Source: an optimization exercise on an open RTL-to-GDS flow (aim: small area and a short achievable clock period). Production flows keep margins and buffers that such runs may drop.
At most, simulation tests tie the RTL to the original design; equivalence was not proved.
No driver is modelled on the clock port, so clock power and skew are understated where the tree is cut down; a real chip needs a root buffer or a tree.

==> flow/design.v (excerpt) <==
module fir_filter (
    data_in, data_out, clk, rst
);
    output [17:0] data_out;
    input  [7:0]  data_in;
    input         clk, rst;
    wire [7:0] d = data_in;
    reg  [7:0]  x1, x2, x3, x4, x5, x6, x7;
    reg  [17:0] r;
    wire [17:0] r_next;
    wire p1, p2;
    fa u_p1 (.a(x2[0]), .b(x4[0]), .c(x6[0]), .s(p1), .co(p2));
    wire p3, p4;
    fa u_p3 (.a(x2[1]), .b(x4[1]), .c(x6[1]), .s(p3), .co(p4));
    wire p5, p6;
    fa u_p5 (.a(x2[2]), .b(x4[2]), .c(x6[2]), .s(p5), .co(p6));
    wire p7, p8;
    fa u_p7 (.a(x2[3]), .b(x4[3]), .c(x6[3]), .s(p7), .co(p8));
    wire p9, p10;
    fa u_p9 (.a(x2[4]), .b(x4[4]), .c(x6[4]), .s(p9), .co(p10));
    wire p11, p12;
    fa u_p11 (.a(x2[5]), .b(x4[5]), .c(x6[5]), .s(p11), .co(p12));
    wire p13, p14;
    fa u_p13 (.a(x2[6]), .b(x4[6]), .c(x6[6]), .s(p13), .co(p14));
    wire p15, p16;
    fa u_p15 (.a(x2[7]), .b(x4[7]), .c(x6[7]), .s(p15), .co(p16));
    wire [9:0] P = {1'b0, p16, p14, p12, p10, p8, p6, p4, p2, p1} + {1'b0, 1'b0, p15, p13, p11, p9, p7, p5, p3, 1'b0};
    wire t1 = ~(~P[0] ^ ~x3[0]);
    wire t2 = ~P[0] | ~x3[0];
    wire t3 = ~(~P[1] ^ ~x3[1]);
    wire t4 = ~P[1] | ~x3[1];
    wire t5, t6;
    fa u_t5 (.a(x7[1]), .b(t2), .c(t3), .s(t5), .co(t6));
    wire t7, t8;
    fa u_t7 (.a(~P[2]), .b(~x3[2]), .c(x7[2]), .s(t7), .co(t8));
    wire t9, t10;
    fa u_t9 (.a(x7[0]), .b(t4), .c(t7), .s(t9), .co(t10));
    wire t11, t12;
    fa u_t11 (.a(~P[3]), .b(~x3[3]), .c(x7[3]), .s(t11), .co(t12));
    wire t13, t14;
    fa u_t13 (.a(x7[1]), .b(t8), .c(t11), .s(t13), .co(t14));
    wire t15, t16;
    fa u_t15 (.a(P[0]), .b(~P[4]), .c(~x3[4]), .s(t15), .co(t16));
    wire t17, t18;
    fa u_t17 (.a(x7[4]), .b(x7[2]), .c(x7[0]), .s(t17), .co(t18));
    wire t19, t20;
    fa u_t19 (.a(t12), .b(t15), .c(t17), .s(t19), .co(t20));
    wire t21, t22;
    fa u_t21 (.a(P[1]), .b(~P[5]), .c(~x3[5]), .s(t21), .co(t22));
    wire t23, t24;
    fa u_t23 (.a(x7[5]), .b(x7[3]), .c(x7[1]), .s(t23), .co(t24));
    wire t25, t26;
    fa u_t25 (.a(t16), .b(t18), .c(t21), .s(t25), .co(t26));
    wire t27, t28;
    fa u_t27 (.a(t23), .b(t20), .c(t25), .s(t27), .co(t28));
    wire t29, t30;
    fa u_t29 (.a(P[0]), .b(P[2]), .c(~P[6]), .s(t29), .co(t30));
    wire t31, t32;
    fa u_t31 (.a(~x3[6]), .b(x7[6]), .c(x7[4]), .s(t31), .co(t32));
    wire t33, t34;
  ...
==> flow/config.mk <==
export PLATFORM = sky130hd
export DESIGN_NAME = fir_filter
export DESIGN_NICKNAME = fir_filter
export VERILOG_FILES = /design/flow/design.v
export SDC_FILE = /design/flow/constraint.sdc
export NUM_CORES = 4
export LEC_CHECK = 0
export CAP_MARGIN = 20
export CORE_MARGIN = 2
export CORE_UTILIZATION = 65
export CTS_BUF_LIST = sky130_fd_sc_hd__clkbuf_4 sky130_fd_sc_hd__clkbuf_8
export SLEW_MARGIN = 20
export SYNTH_HIERARCHICAL = 1
==> flow/constraint.sdc <==
create_clock -name core_clock -period 11.0 [get_ports {clk}]
set_input_delay 2.2000 -clock core_clock [delete_from_list [all_inputs] [get_ports {clk}]]
set_output_delay 2.2000 -clock core_clock [all_outputs]
set_load 0.01 [all_outputs]
run.sh (not shown) runs the stock make flow with config.mk's settings and CLKGATE_MAP_FILE= SYNTH_SCRIPT=/design/flow/synth_recipe.tcl, a recipe that flattens the netlist after the stock synthesis.
Rerun with:
CORE_UTILIZATION = 40   (was 65)
CTS_BUF_LIST = not set   (was sky130_fd_sc_hd__clkbuf_4 sky130_fd_sc_hd__clkbuf_8)
=> The changed run went through all stages and came out clean; via count falls by 1.8%; die area rose by 60%; design area came out higher by 2.2%.
Rerun with:
CORE_UTILIZATION = 65   (was 40)
CTS_BUF_LIST = sky130_fd_sc_hd__clkbuf_4 sky130_fd_sc_hd__clkbuf_8   (was not set)
SETUP_SLACK_MARGIN = 3.5   (was not set)
After rerunning: Final cell count decreases by 10%. Synthesized area does not change. Design area decreases by 0.56%. Via count increases by 1.9%.
Function was not checked in any run of this note: the RTL went through the layout flow alone.

* * *

Another version of the RTL of fir_filter (not shown whole).
Size in the first run: about 76 flip-flops, ~28 I/O pins, ~4900 um^2 of cells after synthesis.
clock: 11.0 ns
lec_check: 0
cap_margin: 20
core_margin: 2
core_utilization: 58
setup_slack_margin: 3.7
slew_margin: 20
synth_hierarchical: 1
tns_end_percent: 0
standard.sh (not shown) runs the stock make flow with config.mk's settings and CLKGATE_MAP_FILE= SYNTH_SCRIPT=/design/flow/synth_recipe.tcl, a recipe that flattens the netlist after the stock synthesis.
==> flow/flow/run.sh <==
#!/bin/bash
# Layout flow: the standard ORFS flow (standard.sh, unchanged synthesis),
# with these layout changes:
#  - ports are buffered with the smallest buffer (repair_timing upsizes the
#    ones on critical paths) instead of the delay cell buffer_ports picks;
#  - the clock tree is a root buffer and four leaf buffers (flow/cts_tree.tcl,
#    sourced before the CTS step) instead of TritonCTS's 9-buffer H-tree.
# Each tool's output is in this folder's orfs/logs; the make output is in
# flow.log.
set -euo pipefail
here=$(cd "$(dirname "$0")" && pwd)
export BUFFER_PORTS_ARGS="-buffer_cell sky130_fd_sc_hd__buf_1"
export PRE_CTS_TCL="$here/cts_tree.tcl"
export CTS_NLEAF=4
export CTS_ROOT_CELL=sky130_fd_sc_hd__clkbuf_8
export CTS_LEAF_CELL=sky130_fd_sc_hd__clkbuf_8
bash standard.sh finish > flow.log 2>&1
Other scripts of this flow, unchanged in this note and not shown: flow/flow/cts_tree.tcl
==> next run, changes <==
- ABC_AREA: unset -> 1
- SETUP_SLACK_MARGIN: 3.7 -> 3.8
- TNS_END_PERCENT: 0 -> unset
Final cell count increases by 9.7%.
Register-to-register slack is better by 60 ps.
Worst hold slack is better by 16 ps.
Worst setup slack gets better by 110 ps.
==> next run, changes <==
- ABC_AREA: 1 -> unset
- CORE_UTILIZATION: 58 -> 72
- SETUP_SLACK_MARGIN: 3.8 -> 3.7
What happened: The changed run completed without violations; first-iteration DRC count rose by 48%; global-route usage went up by 4.9 points; design area is lower by about 2.2%; die area shrinks by 20%; register-to-register slack loses 170 ps; maximum frequency drops by 1.7%.
==> next run, changes <==
- CORE_UTILIZATION: 72 -> 65
- SETUP_SLACK_MARGIN: 3.7 -> 3.9
After rerunning:
- The new run produced a clean layout
- worst hold slack gains 3.8 ps
- via count grows by 0.73%
- first-iteration DRC count increases by 3.4%
In every run of this note, the design's own scripts or RTL, not TritonCTS, make the clock network.

* * *

run 1:
fir_filter, a different RTL version from the one above (not shown whole).
For scale: about 420 cells after synthesis, roughly 77 flip-flops.
clock: 11.0 ns
lec_check: 0
cap_margin: 20
core_margin: 2
core_utilization: 65
setup_slack_margin: 3.5
slew_margin: 20
synth_hierarchical: 1
==> flow/flow/run.sh <==
#!/bin/bash
# Layout flow: the standard ORFS flow (standard.sh, unchanged synthesis),
# with two layout settings changed:
#  - ports are buffered with the smallest buffer (repair_timing upsizes the
#    ones on critical paths) instead of the delay cell buffer_ports picks;
#  - clock tree synthesis without dummy loads.
# Each tool's output is in this folder's orfs/logs; the make output is in
# flow.log.
set -euo pipefail
export BUFFER_PORTS_ARGS="-buffer_cell sky130_fd_sc_hd__buf_1"
export CTS_ARGS="-sink_clustering_enable -repair_clock_nets -dont_use_dummy_load -buf_list {sky130_fd_sc_hd__clkbuf_8}"
bash standard.sh finish > flow.log 2>&1
## Diff of input files: run 2 against run 1
-- flow/flow/run.sh --
<<< run 1, line 11
export CTS_ARGS="-sink_clustering_enable -repair_clock_nets -dont_use_dummy_load -buf_list {sky130_fd_sc_hd__clkbuf_8}"
>>> run 2, line 11
export CTS_ARGS="-repair_clock_nets -dont_use_dummy_load -buf_list {sky130_fd_sc_hd__clkbuf_8}"
## What came out
On utilization, run 2 tracks run 1 almost exactly. Reported for run 1 and run 2, number of sinks driven by the clock tree turned out identical to the last digit. Run 2 -> run 1: worst setup slack delta 0, exact match. Run 1 and run 2 ended up with nearly the same total count of max-transition violations in the final report. In terms of post-CTS resize count, run 1 and run 2 differ only marginally. Looking at run 1 and run 2, the routed wire length is a wash. Diff run 2..run 1 | layout filler cell count | negligible. Re max-cap check violation count: no difference whatsoever between run 2 and run 1. Routability-driven placement congestion ratio: run 2 vs run 1 identical.
### run 2 -> run 3
- an added ABC_AREA of 1
-- flow/flow/run.sh --
<<< run 2, line 11
export CTS_ARGS="-repair_clock_nets -dont_use_dummy_load -buf_list {sky130_fd_sc_hd__clkbuf_8}"
>>> run 3, line 11
export CTS_ARGS="-sink_clustering_enable -repair_clock_nets -dont_use_dummy_load -buf_list {sky130_fd_sc_hd__clkbuf_8}"
### Flow results
Delta (run 3 minus run 2): clock insertion delay at the later pin of the skew report up 20 ps, relative slew slack up 4.5 points, total routed wire length on the met1 layer up about 5%.
What run 4 does differently from run 3 at the input level:
- clearing ABC_AREA, which used to be 1
- swapping 65 for 50 in CORE_UTILIZATION
## What came out
- Both conditions hold for run 4: the flow ran to the end and the final layout passed the timing, design-rule and antenna checks.
- Against run 3, run 4 reports a number of nets in the layout that is lower.
- Compared with run 3, in run 4 cell count fell by about 7.5%; last weighted congestion value of the routability-driven placer fell by about 3.4%.
- Summary of run 4 over run 3: area of the multi-input gates saw an increase, post-synthesis net count went down 84, met1 usage saw a decrease, compound-cell area share of the yosys netlist now larger, setup slack after layout fell by 68 ps.
- Run 4: shortest period the worst path allows 68 ps above run 3

## re-timing with driven ports
How much do the figures lean on ideal ports? The routed layouts below were timed once more, with nothing changed but the port constraints.
Step 1 assumes that a clkbuf_16 drives the clock port and a buf_2 every other input.
Step 2 moves the port delays by t, midway between the first and last clock arrival at a register: inputs arrive t later, outputs are due t later. That takes back most of the time a late clock gives input paths.
Three values: no drivers, after step 1, after step 2; two values: the first two.
run	t (ns)	setup slack, ns	hold slack, ns
the first run of note 1	0.382	2.293 / 2.261 / 2.261	0.445 / 0.445 / 0.445
the second run of note 1	0.359	2.287 / 2.260 / 2.260	0.432 / 0.432 / 0.432
the third run of note 1	0.382	3.485 / 3.462 / 3.462	0.448 / 0.448 / 0.448
the first run of note 2	0.360	3.789 / 3.759 / 3.671	0.365 / 0.365 / 0.365
the second run of note 2	0.367	3.901 / 3.852 / 3.779	0.382 / 0.382 / 0.382
the third run of note 2	0.357	3.780 / 3.730 / 3.572	0.380 / 0.380 / 0.380
the fourth run of note 2	0.365	3.799 / 3.753 / 3.753	0.383 / 0.383 / 0.383
run 1	0.367	3.638 / 3.598 / 3.292	0.359 / 0.359 / 0.359
run 2	0.367	3.638 / 3.598 / 3.292	0.359 / 0.359 / 0.359
run 3	0.372	3.690 / 3.662 / 3.414	0.348 / 0.348 / 0.348
run 4	0.383	3.622 / 3.593 / 3.316	0.369 / 0.369 / 0.369
After both steps every run listed still meets setup and hold.
